What follows belongs to an exercise in optimizing a design on an open flow for small area and a short achievable clock period; a production flow would make more cautious choices. In this exercise RTL edits were held to simulation tests only and were not proved equivalent to the original.

==> inputs of v25 <==
## qrs_top
module qrs_top (
    input         clk,
    input         rst,
    input         enable,
    input  [31:0] ecg_in,
    input  [15:0] Tn,
    input  [15:0] Vt1,
    input  [15:0] Vt2,
    input  [15:0] Vt3,
    input  [15:0] Vt4,
    output [15:0] D1,
    output [15:0] D2,
    output [15:0] D3,
    output [15:0] D4,
    output        Select,
    output [31:0] MPavg,
    output        FinalOut
);
    wire [31:0] fq;
    fir_lpf lpf (
        .clk(clk),
        .reset(rst),
        .enable(enable),
        .out_ecg(ecg_in),
        .q(fq)
    );
    wavelet_decomposer wavelet (
        .clk(clk),
        .rst(rst),
        .enable(enable),
        .q(fq),
        .D1(D1),
        .D2(D2),
        .D3(D3),
        .D4(D4)
    );
    noise_detector noise (
        .clk(clk),
        .reset(rst),
        .D1(D1),
        .Tn(Tn),
        .Select(Select)
    );
    SignalMultiplier signal (
        .D1(D1),
        .D2(D2),
        .D3(D3),
        .D4(D4),
        .Select(Select),
        .MPavg(MPavg)
    );
    AdaptiveThreshold adaptive (
        .Vt1(Vt1),
        .Vt2(Vt2),
        .Vt3(Vt3),
        .Vt4(Vt4),
        .MPavg(MPavg),
        .Out(FinalOut)
    );
endmodule
clock: 36.0 ns
lec_check: 0
cap_margin: 20
core_margin: 2
core_utilization: 40
cts_buf_list: sky130_fd_sc_hd__clkbuf_4 sky130_fd_sc_hd__clkbuf_8
slew_margin: 20
standard.sh (not shown) runs the stock make flow with config.mk's settings and CLKGATE_MAP_FILE= SYNTH_SCRIPT=/design/flow/synth_recipe.tcl, a recipe that flattens the netlist after the stock synthesis.
==> flow/flow/run.sh <==
#!/bin/bash
# The standard layout, with plain buffers (instead of the flow's default
# choice) on the input and output ports, and timing repair asked to leave
# more setup slack than the clock period needs.
set -euo pipefail
export BUFFER_PORTS_ARGS="-buffer_cell sky130_fd_sc_hd__buf_2"
export SETUP_SLACK_MARGIN=16
bash standard.sh > standard.log 2>&1
==> inputs of v24, as changes to v25 <==
==> flow/flow/run.sh (replaced) <==
#!/bin/bash
# The standard layout, with plain buffers (instead of the flow's default
# choice) on the input and output ports, and timing repair asked to leave
# more setup slack than the clock period needs.
set -euo pipefail
export BUFFER_PORTS_ARGS="-buffer_cell sky130_fd_sc_hd__buf_1"
export SETUP_SLACK_MARGIN=15
bash standard.sh > standard.log 2>&1
--- a/flow/config.mk
+++ b/flow/config.mk
@@ -7,6 +7,5 @@
 export LEC_CHECK = 0
 export CAP_MARGIN = 20
 export CORE_MARGIN = 2
-export CORE_UTILIZATION = 40
-export CTS_BUF_LIST = sky130_fd_sc_hd__clkbuf_4 sky130_fd_sc_hd__clkbuf_8
+export CORE_UTILIZATION = 60
 export SLEW_MARGIN = 20
==> notes <==
Critical path depth: v25 is lower than v24 (1). Of v24 and v25, v24 has the higher global-route usage (gap 8.4 points). Register-to-register slack: v24 is worse than v25 (0.74 ns). Against v24, the core utilization of v25 is lower by 21 points. In v24 the final area is smaller than in v25, by 3.1%. In v25 the via count is higher than in v24, by 0.46%. Area after synthesis is the same in v24 and v25. In v25 the count of clock-buffer cells in the layout is higher than in v24, by 25.
==> figures <==
quantity                                                                            v24        v25
Worst Path Max Fanout                                                                 5          4
Maximum number of pins on one net before global-route repair                        104        101
Worst EP arrival                                                               13.56 ns   13.20 ns
Post-CTS setup buffer count                                                           0          8
Cell mode on critical path                                                         fa_1     a21o_1
Number of design-rule violations left by the first detailed-router iteration       1327       1196
Met1 Track Usage GR                                                               36.3%      24.5%
Placed insts                                                                       4904       5316
Clock Latency Late Sink                                                         0.60 ns    0.66 ns
Run status                                                     timing/DRC/antenna clean  timing/DRC/antenna clean
Setup clock skew after layout                                                 0.0486 ns   0.117 ns
Placer congestion estimate                                                        0.924      0.913
Area of the die                                                               64500 µm²  96200 µm²
Worst slew margin                                                                 31.5%      21.5%
Count of placed standard cells in the final layout, fillers left out               4961       5421
CTS resizes                                                                           2         58
Wire length of the first global-routing pass                                  138000 µm  142000 µm

## port drivers added, routing unchanged
No port has a modelled driver above. Below, the same layouts with a new extraction and two added sets of constraints. Step 1 sets driving cells, clkbuf_16 on the clock port and buf_2 on the other inputs (assumed; they add their load-dependent delay and slew). Step 2, shift: input delay + t, output delay - t, t = (earliest + latest rising clock arrival at the registers) / 2. This alone moves slack from input paths to output paths. a / b / c = ideal ports / drivers / drivers and shift; a / b = the first two.
| run | t (ns) | setup slack, ns | worst register clock-pin slew, ns | worst slew at a driven data input, ns | pins driven straight from the clock port |
|---|---|---|---|---|---|
| v25 | 0.655 | 15.596 / 15.576 / 15.576 | 0.07 / 0.07 | 0.05 | 1 |
| v24 | 0.643 | 15.236 / 15.215 / 15.215 | 0.06 / 0.06 | 0.09 | 1 |
After both steps every run listed still meets setup and hold. The setup slack of v24, which loses most, moves by -0.021 ns with the drivers and by -0.021 ns with both steps.
